This is an optimization exercise on Yosys and OpenROAD, whose aim is small area, a short achievable clock period and few clock cycles, not a production implementation. RTL that was checked went through simulation tests only; none was proved equivalent to the original. Power is estimated from default activity; no workload was simulated.

==> run C <==
==> flow/design.v <==
module projectCPU2022(
  clk,
  rst,
  wrEn,
  data_fromRAM,
  addr_toRAM,
  data_toRAM,
  PC,
  W
);
input clk, rst;
input wire [15:0] data_fromRAM;
output reg [15:0] data_toRAM;
output reg wrEn;
output reg [12:0] addr_toRAM;
output reg [12:0] PC;
output reg [15:0] W;
reg        stPC, stBus, stPtr, stWr, st2;
reg [2:0]  opcode;
reg [15:0] M;
reg        exe;       
reg        sub;       
wire [15:0] D     = data_fromRAM;
wire [12:0] PCinc = PC + 13'd1;
wire        opd0  = (D[12:0] == 13'd0);
wire        isADD = (opcode == 3'd0);
wire        isCMP = (opcode == 3'd4);
wire        isNOR = (opcode == 3'd1);
wire        isSRL = (opcode == 3'd2);
wire        isRRL = (opcode == 3'd3);
wire        isLD  = (opcode == 3'd6);
wire [15:0] p = M;
wire [15:0] g = W & ~M;
reg  [15:0] G, P;
integer j, s;
always @* begin
  G = g; P = p;
  G[0] = g[0] | (p[0] & sub);
  for (s = 1; s < 16; s = s * 2)
    for (j = 2 * s - 1; j < 16; j = j + 2 * s) begin
      G[j] = G[j] | (P[j] & G[j - s]);
      P[j] = P[j] & P[j - s];
    end
  for (s = 4; s >= 1; s = s / 2)
    for (j = 3 * s - 1; j < 16; j = j + 2 * s) begin
      G[j] = G[j] | (P[j] & G[j - s]);
      P[j] = P[j] & P[j - s];
    end
end
wire [15:0] sum = p ^ {G[14:0], sub};
wire        lt  = ~G[15];        
wire        eq  = &p;            
wire        left  = |M[15:4];
wire [3:0]  k     = M[3:0];
wire        fill  = isRRL;
reg  [15:0] Wrev, frev;
integer q;
always @* for (q = 0; q < 16; q = q + 1) Wrev[q] = W[15 - q];
wire [15:0] x0 = left ? Wrev : W;
wire [15:0] x1 = k[0] ? {x0[0]   & fill,       x0[15:1]} : x0;
wire [15:0] x2 = k[1] ? {x1[1:0] & {2{fill}},  x1[15:2]} : x1;
wire [15:0] x3 = k[2] ? {x2[3:0] & {4{fill}},  x2[15:4]} : x2;
wire [15:0] x4 = k[3] ? {x3[7:0] & {8{fill}},  x3[15:8]} : x3;
always @* for (q = 0; q < 16; q = q + 1) frev[q] = x4[15 - q];
wire [15:0] shres = left ? frev : x4;
wire        isSH  = isSRL | isRRL;
wire [15:0] cmpres = {{15{lt}}, ~eq};
wire [15:0] alu = ({16{isADD}} & sum) | ({16{isCMP}} & cmpres) | ({16{isNOR}} & ~(W | M)) |
                  ({16{isSH}} & shres) | ({16{isLD}} & M);
wire sFET = stPC & ~st2;
wire sDEC = stBus & ~st2;
wire sIND = stBus & st2;
wire sEXE = stPC & st2;
always @* begin
  addr_toRAM = ({13{stBus}} & D[12:0]) | ({13{stPC}} & PC) | ({13{stWr}} & M[12:0]) |
               {10'd0, stPtr, 2'd0};
  wrEn       = stWr;
  data_toRAM = W;
end
wire        cmpx  = sEXE && (opcode == 3'd4);
wire        addx  = sEXE && ((opcode == 3'd0) || (opcode == 3'd4));
always @(posedge clk) begin
  M   <= D ^ ({16{addx}} & W) ^ {16{cmpx}};
  sub <= cmpx;
end
always @(posedge clk) begin
  if (rst) begin
    stPC  <= 1'b1;
    stBus <= 1'b0;
    stPtr <= 1'b0;
    stWr  <= 1'b0;
    st2   <= 1'b0;
    PC    <= 13'd0;
    W     <= 16'd0;
    exe   <= 1'b0;
  end else begin
    exe <= 1'b0;
    if (exe)
      W <= alu;
    stPC  <= 1'b0;
    stBus <= 1'b0;
    stPtr <= 1'b0;
    stWr  <= 1'b0;
    st2   <= 1'b0;
    if (sFET)
      stBus <= 1'b1;                     
    if (sDEC) begin
      opcode <= D[15:13];
      if (D[15:13] != 3'd7)
        PC <= PCinc;
      if (opd0)
        stPtr <= 1'b1;                   
      else if (D[15:13] == 3'd7)
        stWr <= 1'b1;                    
      else begin
        stPC <= 1'b1;                    
        st2  <= 1'b1;
      end
    end
    if (stPtr) begin
      stBus <= 1'b1;                     
      st2   <= 1'b1;
    end
    if (sIND) begin
      if (opcode == 3'd7)
        stWr <= 1'b1;                    
      else begin
        stPC <= 1'b1;                    
        st2  <= 1'b1;
      end
    end
    if (sEXE) begin
      exe <= (opcode != 3'd5);
      if (opcode == 3'd5 && D == 16'd0) begin
        PC   <= W[12:0];
        stPC <= 1'b1;                    
      end else
        stBus <= 1'b1;                   
    end
    if (stWr) begin
      PC   <= PCinc;
      stPC <= 1'b1;                      
    end
  end
end
endmodule
==> flow/flow/run.sh <==
#!/bin/bash
# The standard layout, with every port buffered by buf_2 rather than the flow's default
# buffer choice (a delay cell). The ORFS logs stay under orfs/logs; make's output goes to
# standard.log.
set -euo pipefail
export BUFFER_PORTS_ARGS="-buffer_cell sky130_fd_sc_hd__buf_2"
bash standard.sh > standard.log 2>&1
==> flow/standard.sh <==
#!/bin/bash
# synth_recipe.tcl (not shown) runs the flow's synth.tcl, then flattens the netlist and writes it again
# the make line also repeats each setting of config.mk as NAME=value (left out here)
make -C /OpenROAD-flow-scripts/flow DESIGN_CONFIG=/design/flow/config.mk WORK_HOME=/design/flow/orfs CLKGATE_MAP_FILE= SYNTH_SCRIPT=/design/flow/synth_recipe.tcl "${@:-finish}"
==> flow/config.mk <==
export PLATFORM = sky130hd
export DESIGN_NAME = projectCPU2022
export DESIGN_NICKNAME = projectCPU2022
export VERILOG_FILES = /design/flow/design.v
export SDC_FILE = /design/flow/constraint.sdc
export NUM_CORES = 4
export LEC_CHECK = 0
export ABC_AREA = 1
export CAP_MARGIN = 20
export CORE_MARGIN = 2
export CORE_UTILIZATION = 40
export CTS_CLUSTER_DIAMETER = 150
export CTS_CLUSTER_SIZE = 40
export SETUP_SLACK_MARGIN = 2.5
export SLEW_MARGIN = 20
==> flow/constraint.sdc <==
create_clock -name core_clock -period 5.0 [get_ports {clk}]
set_input_delay 1.0000 -clock core_clock [delete_from_list [all_inputs] [get_ports {clk}]]
set_output_delay 1.0000 -clock core_clock [all_outputs]
set_load 0.01 [all_outputs]
==> inputs of run K, as changes to run C <==
--- a/flow/design.v
+++ b/flow/design.v
@@ -38,13 +38,9 @@
   G[0] = g[0] | (p[0] & sub);
   for (s = 1; s < 16; s = s * 2)
-    for (j = 2 * s - 1; j < 16; j = j + 2 * s) begin
-      G[j] = G[j] | (P[j] & G[j - s]);
-      P[j] = P[j] & P[j - s];
-    end
-  for (s = 4; s >= 1; s = s / 2)
-    for (j = 3 * s - 1; j < 16; j = j + 2 * s) begin
-      G[j] = G[j] | (P[j] & G[j - s]);
-      P[j] = P[j] & P[j - s];
-    end
+    for (j = 0; j < 16; j = j + 1)
+      if (j & s) begin
+        G[j] = G[j] | (P[j] & G[(j & ~(s - 1)) - 1]);
+        P[j] = P[j] & P[(j & ~(s - 1)) - 1];
+      end
 end
 wire [15:0] sum = p ^ {G[14:0], sub};
--- a/flow/config.mk
+++ b/flow/config.mk
@@ -10,6 +10,4 @@
 export CORE_MARGIN = 2
 export CORE_UTILIZATION = 40
-export CTS_CLUSTER_DIAMETER = 150
-export CTS_CLUSTER_SIZE = 40
 export SETUP_SLACK_MARGIN = 2.5
 export SLEW_MARGIN = 20
==> results.yml <==
outcome:
  status: "no timing/DRC/antenna violations"
route:
  met3_wirelength_um: 1420
sta:
  min_period_ps: 2480
synthesis:
  synthXorXnorAreaFrac_pct: 4.67
  synthAdderAreaFrac_pct: 0.247
  synth_compound_area_share_pct: 16.5
power_and_ir_drop:
  switching_share_pct: 35.6
worst_setup_path:
  crit_start: "data_fromRAM[0]"
cells_and_area:
  multi_input_comb_cells: 646
  layout-drive-gt1-share_pct: 19.8
  final_area_um2: 5980
place:
  placed_cells: 1043
Source of the figures above: run C

==> results.yml <==
power_and_ir_drop:
  switching_share_pct: 37.8
cells_and_area:
  final_area_um2: 5910
  multi_input_comb_cells: 649
  layout-drive-gt1-share_pct: 20.5
sta:
  min_period_ps: 2520
synthesis:
  synthXorXnorAreaFrac_pct: 3.42
  synth_compound_area_share_pct: 15.1
outcome:
  status: "no timing/DRC/antenna violations"
Source of the figures above: run K

Testbench counts of run C, summed over its fixed seeds: cycles 57,384.
Testbench counts of run K, summed over its fixed seeds: cycles 57,384.


==> inputs of quartz <==
Starts from the design.v that is shown in full above.
clock: 5.0 ns
lec_check: 0
abc_area: 1
cap_margin: 20
core_margin: 2
core_utilization: 48
setup_slack_margin: 2.5
slew_margin: 20
standard.sh (not shown) runs the stock make flow with config.mk's settings and CLKGATE_MAP_FILE= SYNTH_SCRIPT=/design/flow/synth_recipe.tcl, a recipe that flattens the netlist after the stock synthesis.
==> flow/flow/run.sh <==
#!/bin/bash
# The standard layout, with every port buffered by buf_2 rather than the flow's default
# buffer choice (a delay cell). The ORFS logs stay under orfs/logs; make's output goes to
# standard.log.
set -euo pipefail
export BUFFER_PORTS_ARGS="-buffer_cell sky130_fd_sc_hd__buf_2"
bash standard.sh > standard.log 2>&1
==> inputs of raven, as changes to quartz <==
==> flow/design.v (replaced) <==
module projectCPU2022(
  clk,
  rst,
  wrEn,
  data_fromRAM,
  addr_toRAM,
  data_toRAM,
  PC,
  W
);
input clk, rst;
input wire [15:0] data_fromRAM;
output reg [15:0] data_toRAM;
output reg wrEn;
output reg [12:0] addr_toRAM;
output reg [12:0] PC;
output reg [15:0] W;
localparam [1:0] S_FETCH = 2'd0,   
                 S_DEC   = 2'd1,   
                 S_IND   = 2'd2,   
                 S_EXE   = 2'd3;   
reg [1:0]  state, stateNext;
reg [2:0]  opcode, opcodeNext;
reg [12:0] PCNext;
reg [15:0] WNext;
wire [15:0] D      = data_fromRAM;
wire [12:0] PCinc  = PC + 13'd1;
wire        opd0   = (D[12:0] == 13'd0);
wire        isST   = (opcode == 3'd7);
wire        left   = |D[15:4];
wire [3:0]  k      = D[3:0];
wire [3:0]  r      = left ? (4'd0 - k) : k;
wire [31:0] WW     = {W, W};
wire [15:0] rot    = WW >> r;
wire [15:0] mask   = left ? (16'hFFFF << k) : (16'hFFFF >> k);
reg [15:0] alu;
always @* begin
  case (opcode)
    3'd0: alu = W + D;
    3'd1: alu = ~(W | D);
    3'd2: alu = rot & mask;
    3'd3: alu = rot;
    3'd4: alu = (W < D) ? 16'hFFFF : ((W == D) ? 16'h0000 : 16'h0001);
    3'd6: alu = D;
    default: alu = W;
  endcase
end
always @(posedge clk) begin
  state  <= stateNext;
  opcode <= opcodeNext;
  PC     <= PCNext;
  W      <= WNext;
end
always @* begin
  stateNext  = state;
  opcodeNext = opcode;
  PCNext     = PC;
  WNext      = W;
  addr_toRAM = PC;
  wrEn       = 1'b0;
  data_toRAM = W;
  if (rst) begin
    stateNext  = S_FETCH;
    opcodeNext = 3'd0;
    PCNext     = 13'd0;
    WNext      = 16'd0;
  end else begin
    case (state)
      S_FETCH: begin
        addr_toRAM = PC;
        stateNext  = S_DEC;
      end
      S_DEC: begin
        opcodeNext = D[15:13];
        if (opd0) begin
          addr_toRAM = 13'd4;
          stateNext  = S_IND;
        end else begin
          addr_toRAM = D[12:0];
          if (D[15:13] == 3'd7) begin
            wrEn      = 1'b1;
            PCNext    = PCinc;
            stateNext = S_FETCH;
          end else begin
            stateNext = S_EXE;
          end
        end
      end
      S_IND: begin
        addr_toRAM = D[12:0];
        if (isST) begin
          wrEn      = 1'b1;
          PCNext    = PCinc;
          stateNext = S_FETCH;
        end else begin
          stateNext = S_EXE;
        end
      end
      S_EXE: begin
        WNext = alu;
        if (opcode == 3'd5 && D == 16'd0)
          PCNext = W[12:0];
        else
          PCNext = PCinc;
        addr_toRAM = PCNext;
        stateNext  = S_DEC;
      end
    endcase
  end
end
endmodule
==> flow/run.sh (new file) <==
#!/bin/bash
# synth_recipe.tcl (not shown) runs the flow's synth.tcl, then flattens the netlist and writes it again
# the make line also repeats each setting of config.mk as NAME=value (left out here)
make -C /OpenROAD-flow-scripts/flow DESIGN_CONFIG=/design/flow/config.mk WORK_HOME=/design/flow/orfs CLKGATE_MAP_FILE= SYNTH_SCRIPT=/design/flow/synth_recipe.tcl finish
- ABC_AREA: 1 -> unset
- CORE_UTILIZATION: 48 -> 40
- SETUP_SLACK_MARGIN: 2.5 -> 2.3
removed: flow/flow/run.sh
removed: flow/standard.sh
==> flow_summary_export.csv <==
group,metric,value,unit
worst_setup_path,crit_family,"simple AND/OR/NAND/NOR gates",
yosys,synth_area,5394,um^2
outcome,status,"no timing/DRC/antenna violations",
worst_setup_path,worstReg2RegEnd,"W[12]",
timing,slew_headroom,0.2253,
layout,clkCellAreaFrac,0.02530,
The numbers above come from raven.

==> flow_summary_export.csv <==
group,metric,value,unit
outcome,status,"no timing/DRC/antenna violations",
worst_setup_path,crit_family,"buffers and inverters",
layout,clkCellAreaFrac,0.01415,
worst_setup_path,worstReg2RegEnd,"W[15]",
yosys,synth_area,5062,um^2
timing,slew_headroom,0.4718,
The numbers above come from quartz.

Testbench counts of quartz, summed over its fixed seeds: cycles 57,384.
Testbench counts of raven, summed over its fixed seeds: cycles 48,579.


==> inputs of harbor <==
Starting RTL as in the previous note.
==> module projectCPU2022, before the edit <==
module projectCPU2022(
  clk,
  rst,
  wrEn,
  data_fromRAM,
  addr_toRAM,
  data_toRAM,
  PC,
  W
);
input clk, rst;
input wire [15:0] data_fromRAM;
output reg [15:0] data_toRAM;
output reg wrEn;
output reg [12:0] addr_toRAM;
output reg [12:0] PC;
output reg [15:0] W;
reg        stPC, stBus, stPtr, stWr, st2;
reg [2:0]  opcode;
reg [15:0] M;
reg        exe;       
reg        sub;       
wire [15:0] D     = data_fromRAM;
wire [12:0] PCinc = PC + 13'd1;
wire        opd0  = (D[12:0] == 13'd0);
wire        isADD = (opcode == 3'd0);
wire        isCMP = (opcode == 3'd4);
wire        isNOR = (opcode == 3'd1);
wire        isSRL = (opcode == 3'd2);
wire        isRRL = (opcode == 3'd3);
wire        isLD  = (opcode == 3'd6);
wire [15:0] p = M;
wire [15:0] g = W & ~M;
reg  [15:0] G, P;
integer j, s;
always @* begin
  G = g; P = p;
  G[0] = g[0] | (p[0] & sub);
  for (s = 1; s < 16; s = s * 2)
    for (j = 2 * s - 1; j < 16; j = j + 2 * s) begin
      G[j] = G[j] | (P[j] & G[j - s]);
      P[j] = P[j] & P[j - s];
    end
  for (s = 4; s >= 1; s = s / 2)
    for (j = 3 * s - 1; j < 16; j = j + 2 * s) begin
      G[j] = G[j] | (P[j] & G[j - s]);
      P[j] = P[j] & P[j - s];
    end
end
wire [15:0] sum = p ^ {G[14:0], sub};
wire        lt  = ~G[15];        
wire        eq  = &p;            
wire        left  = |M[15:4];
wire [3:0]  k     = M[3:0];
wire        fill  = isRRL;
reg  [15:0] Wrev, frev;
integer q;
always @* for (q = 0; q < 16; q = q + 1) Wrev[q] = W[15 - q];
wire [15:0] x0 = left ? Wrev : W;
wire [15:0] x1 = k[0] ? {x0[0]   & fill,       x0[15:1]} : x0;
wire [15:0] x2 = k[1] ? {x1[1:0] & {2{fill}},  x1[15:2]} : x1;
wire [15:0] x3 = k[2] ? {x2[3:0] & {4{fill}},  x2[15:4]} : x2;
wire [15:0] x4 = k[3] ? {x3[7:0] & {8{fill}},  x3[15:8]} : x3;
always @* for (q = 0; q < 16; q = q + 1) frev[q] = x4[15 - q];
wire [15:0] shres = left ? frev : x4;
wire        isSH  = isSRL | isRRL;
wire [15:0] cmpres = {{15{lt}}, ~eq};
wire [15:0] alu = ({16{isADD}} & sum) | ({16{isCMP}} & cmpres) | ({16{isNOR}} & ~(W | M)) |
                  ({16{isSH}} & shres) | ({16{isLD}} & M);
wire sFET = stPC & ~st2;
wire sDEC = stBus & ~st2;
wire sIND = stBus & st2;
wire sEXE = stPC & st2;
always @* begin
  addr_toRAM = ({13{stBus}} & D[12:0]) | ({13{stPC}} & PC) | ({13{stWr}} & M[12:0]) |
               {10'd0, stPtr, 2'd0};
  wrEn       = stWr;
  data_toRAM = W;
end
wire        cmpx  = sEXE && (opcode == 3'd4);
wire        addx  = sEXE && ((opcode == 3'd0) || (opcode == 3'd4));
always @(posedge clk) begin
  M   <= D ^ ({16{addx}} & W) ^ {16{cmpx}};
  sub <= cmpx;
end
always @(posedge clk) begin
  if (rst) begin
    stPC  <= 1'b1;
    stBus <= 1'b0;
    stPtr <= 1'b0;
    stWr  <= 1'b0;
    st2   <= 1'b0;
    PC    <= 13'd0;
    W     <= 16'd0;
    exe   <= 1'b0;
  end else begin
    exe <= 1'b0;
    if (exe)
      W <= alu;
    stPC  <= 1'b0;
    stBus <= 1'b0;
    stPtr <= 1'b0;
    stWr  <= 1'b0;
    st2   <= 1'b0;
    if (sFET)
      stBus <= 1'b1;                     
    if (sDEC) begin
      opcode <= D[15:13];
      if (D[15:13] != 3'd7)
        PC <= PCinc;
      if (opd0)
        stPtr <= 1'b1;                   
      else if (D[15:13] == 3'd7)
        stWr <= 1'b1;                    
      else begin
        stPC <= 1'b1;                    
        st2  <= 1'b1;
      end
    end
    if (stPtr) begin
      stBus <= 1'b1;                     
      st2   <= 1'b1;
    end
    if (sIND) begin
      if (opcode == 3'd7)
        stWr <= 1'b1;                    
      else begin
        stPC <= 1'b1;                    
        st2  <= 1'b1;
      end
    end
    if (sEXE) begin
      exe <= (opcode != 3'd5);
      if (opcode == 3'd5 && D == 16'd0) begin
        PC   <= W[12:0];
        stPC <= 1'b1;                    
      end else
        stBus <= 1'b1;                   
    end
    if (stWr) begin
      PC   <= PCinc;
      stPC <= 1'b1;                      
    end
  end
end
endmodule
clock: 5.0 ns
lec_check: 0
abc_area: 1
cap_margin: 20
core_margin: 2
core_utilization: 40
setup_slack_margin: 2.5
slew_margin: 20
==> flow/flow/run.sh <==
#!/bin/bash
# The standard layout, with every port buffered by buf_2 rather than the flow's default
# buffer choice (a delay cell). The ORFS logs stay under orfs/logs; make's output goes to
# standard.log.
set -euo pipefail
export BUFFER_PORTS_ARGS="-buffer_cell sky130_fd_sc_hd__buf_2"
bash standard.sh > standard.log 2>&1
==> indigo (differences from harbor) <==
==> flow/design.v, changed modules only <==
module projectCPU2022(
  clk,
  rst,
  wrEn,
  data_fromRAM,
  addr_toRAM,
  data_toRAM,
  PC,
  W
);
input clk, rst;
input wire [15:0] data_fromRAM;
output reg [15:0] data_toRAM;
output reg wrEn;
output reg [12:0] addr_toRAM;
output reg [12:0] PC;
output reg [15:0] W;
localparam [2:0] S_FET = 3'd0,   
                 S_DEC = 3'd1,   
                 S_PTR = 3'd2,   
                 S_IND = 3'd3,   
                 S_EXE = 3'd4,   
                 S_WR  = 3'd5;   
reg [2:0]  state;
reg [2:0]  opcode;
reg [15:0] M;         
reg        exe;       
wire [15:0] D     = data_fromRAM;
wire [12:0] PCinc = PC + 13'd1;
wire        opd0  = (D[12:0] == 13'd0);
wire        left  = |M[15:4];
wire [3:0]  k     = M[3:0];
wire [3:0]  r     = left ? (4'd0 - k) : k;
wire [31:0] WW    = {W, W};
wire [15:0] rot   = WW >> r;
wire [15:0] mask  = left ? (16'hFFFF << k) : (16'hFFFF >> k);
reg [15:0] alu;
always @* begin
  case (opcode)
    3'd0: alu = W + M;
    3'd1: alu = ~(W | M);
    3'd2: alu = rot & mask;
    3'd3: alu = rot;
    3'd4: alu = (W < M) ? 16'hFFFF : ((W == M) ? 16'h0000 : 16'h0001);
    default: alu = M;
  endcase
end
always @* begin
  case (state)
    S_DEC, S_IND: addr_toRAM = D[12:0];
    S_PTR:        addr_toRAM = 13'd4;
    S_EXE:        addr_toRAM = PCinc;
    S_WR:         addr_toRAM = M[12:0];
    default:      addr_toRAM = PC;
  endcase
  wrEn       = (state == S_WR);
  data_toRAM = W;
end
always @(posedge clk)
  M <= D;
always @(posedge clk) begin
  if (rst) begin
    state <= S_FET;
    PC    <= 13'd0;
    W     <= 16'd0;
    exe   <= 1'b0;
  end else begin
    exe <= 1'b0;
    if (exe)
      W <= alu;
    case (state)
      S_FET: state <= S_DEC;
      S_DEC: begin
        opcode <= D[15:13];
        if (opd0)
          state <= S_PTR;
        else if (D[15:13] == 3'd7)
          state <= S_WR;
        else
          state <= S_EXE;
      end
      S_PTR: state <= S_IND;
      S_IND: begin
        if (opcode == 3'd7)
          state <= S_WR;
        else
          state <= S_EXE;
      end
      S_EXE: begin
        exe <= (opcode != 3'd5);
        if (opcode == 3'd5 && D == 16'd0) begin
          PC    <= W[12:0];
          state <= S_FET;
        end else begin
          PC    <= PCinc;
          state <= S_DEC;
        end
      end
      S_WR: begin
        PC    <= PCinc;
        state <= S_FET;
      end
      default: state <= S_FET;
    endcase
  end
end
endmodule
==> flow/run.sh (new file) <==
#!/bin/bash
# synth_recipe.tcl (not shown) runs the flow's synth.tcl, then flattens the netlist and writes it again
# the make line also repeats each setting of config.mk as NAME=value (left out here)
make -C /OpenROAD-flow-scripts/flow DESIGN_CONFIG=/design/flow/config.mk WORK_HOME=/design/flow/orfs CLKGATE_MAP_FILE= SYNTH_SCRIPT=/design/flow/synth_recipe.tcl finish
Settings changed: ABC_AREA 1 to default, SETUP_SLACK_MARGIN 2.5 to default.
removed: flow/flow/run.sh
removed: flow/standard.sh
==> fjord (differences from harbor) <==
==> flow/flow/run.sh (replaced) <==
#!/bin/bash
# The standard layout with two changes:
#  - every port is buffered by buf_2 rather than the flow's default buffer choice (a delay cell);
#  - synthesis is synth_recipe.tcl unchanged except that ABC maps the combinational logic with
#    flow/abc.script (area-oriented mapping); flip-flops are mapped before ABC runs, so the
#    registers, their names and cell types are those of the standard synthesis.
# Logs: standard.log (make) and the ORFS step logs under orfs/logs.
set -euo pipefail
here=$(pwd)
{
  echo 'proc abc {args} {'
  echo '  set i [lsearch -exact $args -script]'
  echo "  if {\$i >= 0} { lset args [expr {\$i + 1}] $here/flow/abc.script }"
  echo '  yosys abc {*}$args'
  echo '}'
  cat synth_recipe.tcl
} > synth_own.tcl
export BUFFER_PORTS_ARGS="-buffer_cell sky130_fd_sc_hd__buf_2"
bash standard.sh SYNTH_SCRIPT=$here/synth_own.tcl finish > standard.log 2>&1
==> flow/flow/abc.script (new file) <==
strash
dch -f
amap
topo
stime -c
==> xenon (differences from harbor) <==
Settings changed: TNS_END_PERCENT from default to 0.
==> results.txt <==
|  | fjord | harbor | indigo | xenon |
|---|---|---|---|---|
| Run status | finished clean | finished clean | finished clean | finished clean |
| Synthesized-area fraction occupied by adder cells | 0.293% | 0.247% | 11.5% | 0.247% |
| Proportion of power drawn by flip-flops and latches | 44.7% | 40.3% | 37.0% | 40.4% |
| Simple-gate portion of the synthesized area | 19.8% | 43.2% | 17.7% | 43.2% |
| Largest fanout on the critical path | 4 | 3 | 9 | 14 |
| Post-CTS clock slew at the launch and capture registers of the worst setup and hold paths | 110 ps | 80 ps | 70 ps | 80 ps |
| Final nets | 778 | 926 | 893 | 926 |
| Area used by sequential logic in the layout | 0.00119 sq mm | 0.00115 sq mm | 0.00107 sq mm | 0.00114 sq mm |
| Arrival time of the worst setup path | 3180 ps | 1480 ps | 3040 ps | 1530 ps |
| Cell at the root of the clock tree | clkbuf_8 | clkbuf_16 | clkbuf_16 | clkbuf_16 |
| Final Non-Filler Cells | 896 | 1,080 | 1,007 | 1,080 |
| Sequential Power | 0.000524 W | 0.000513 W | 0.000469 W | 0.000513 W |
| Final worst setup slack | 2060 ps | 2520 ps | 962 ps | 2470 ps |
| Non-clk bufs | 171 | 102 | 91 | 102 |
| Area enclosed by the die boundary | 0.0115 sq mm | 0.0136 sq mm | 0.0155 sq mm | 0.0136 sq mm |
| Internal Power | 0.000736 W | 0.000820 W | 0.000834 W | 0.000818 W |
| Pre-Repair DR Iteration Count | 6 | 5 | 7 | 6 |
| Amount of wire on met2 after detailed routing | 9.16 mm | 8.90 mm | 9.51 mm | 8.86 mm |
| M2 GR Usage | 50.9% | 46.1% | 42.7% | 45.8% |
| Number of cells traversed by the worst register-to-register path | 15 | 14 | 9 | 9 |
Testbench counts of harbor, summed over its fixed seeds: cycles 57,384.
Testbench counts of fjord, summed over its fixed seeds: cycles 57,384.
Testbench counts of xenon, summed over its fixed seeds: cycles 57,384.
Only the layout flow was run in indigo; the RTL was not checked for function there.

static timing again, ports no longer ideal:
No port has a modelled driver above. Below, the same layouts with a new extraction and two added sets of constraints. Step 1 (the two cells are an assumption about what drives the block):
set clk [get_ports {clk}]
set_driving_cell -lib_cell sky130_fd_sc_hd__clkbuf_16 $clk
set_driving_cell -lib_cell sky130_fd_sc_hd__buf_2 [delete_from_list [all_inputs] $clk]
Step 2, shift: input delay + t, output delay - t, t = (earliest + latest rising clock arrival at the registers) / 2. This alone moves slack from input paths to output paths. Slacks: ideal / step 1 / step 2; pairs: ideal / step 1.
run | t, ns | slack for setup (ns) | hold WS [ns]
run C | 0.342 | 2.519 / 2.484 / 2.251 | 0.555 / 0.555 / 0.555
run K | 0.346 | 2.475 / 2.438 / 2.316 | 0.534 / 0.534 / 0.534
quartz | 0.355 | 2.518 / 2.476 / 2.235 | 0.524 / 0.524 / 0.524
raven | 0.340 | 1.016 / 0.972 / 0.972 | 0.574 / 0.574 / 0.574
harbor | 0.342 | 2.519 / 2.484 / 2.251 | 0.555 / 0.555 / 0.555
indigo | 0.348 | 0.962 / 0.923 / 1.139 | 0.525 / 0.525 / 0.525
fjord | 0.360 | 2.065 / 2.065 / 1.966 | 0.532 / 0.532 / 0.532
xenon | 0.344 | 2.469 / 2.430 / 2.193 | 0.536 / 0.536 / 0.536
After both steps setup and hold are still met in every run listed. The setup slack of quartz, which loses most, moves by -0.042 ns with the drivers and by -0.283 ns with both steps.
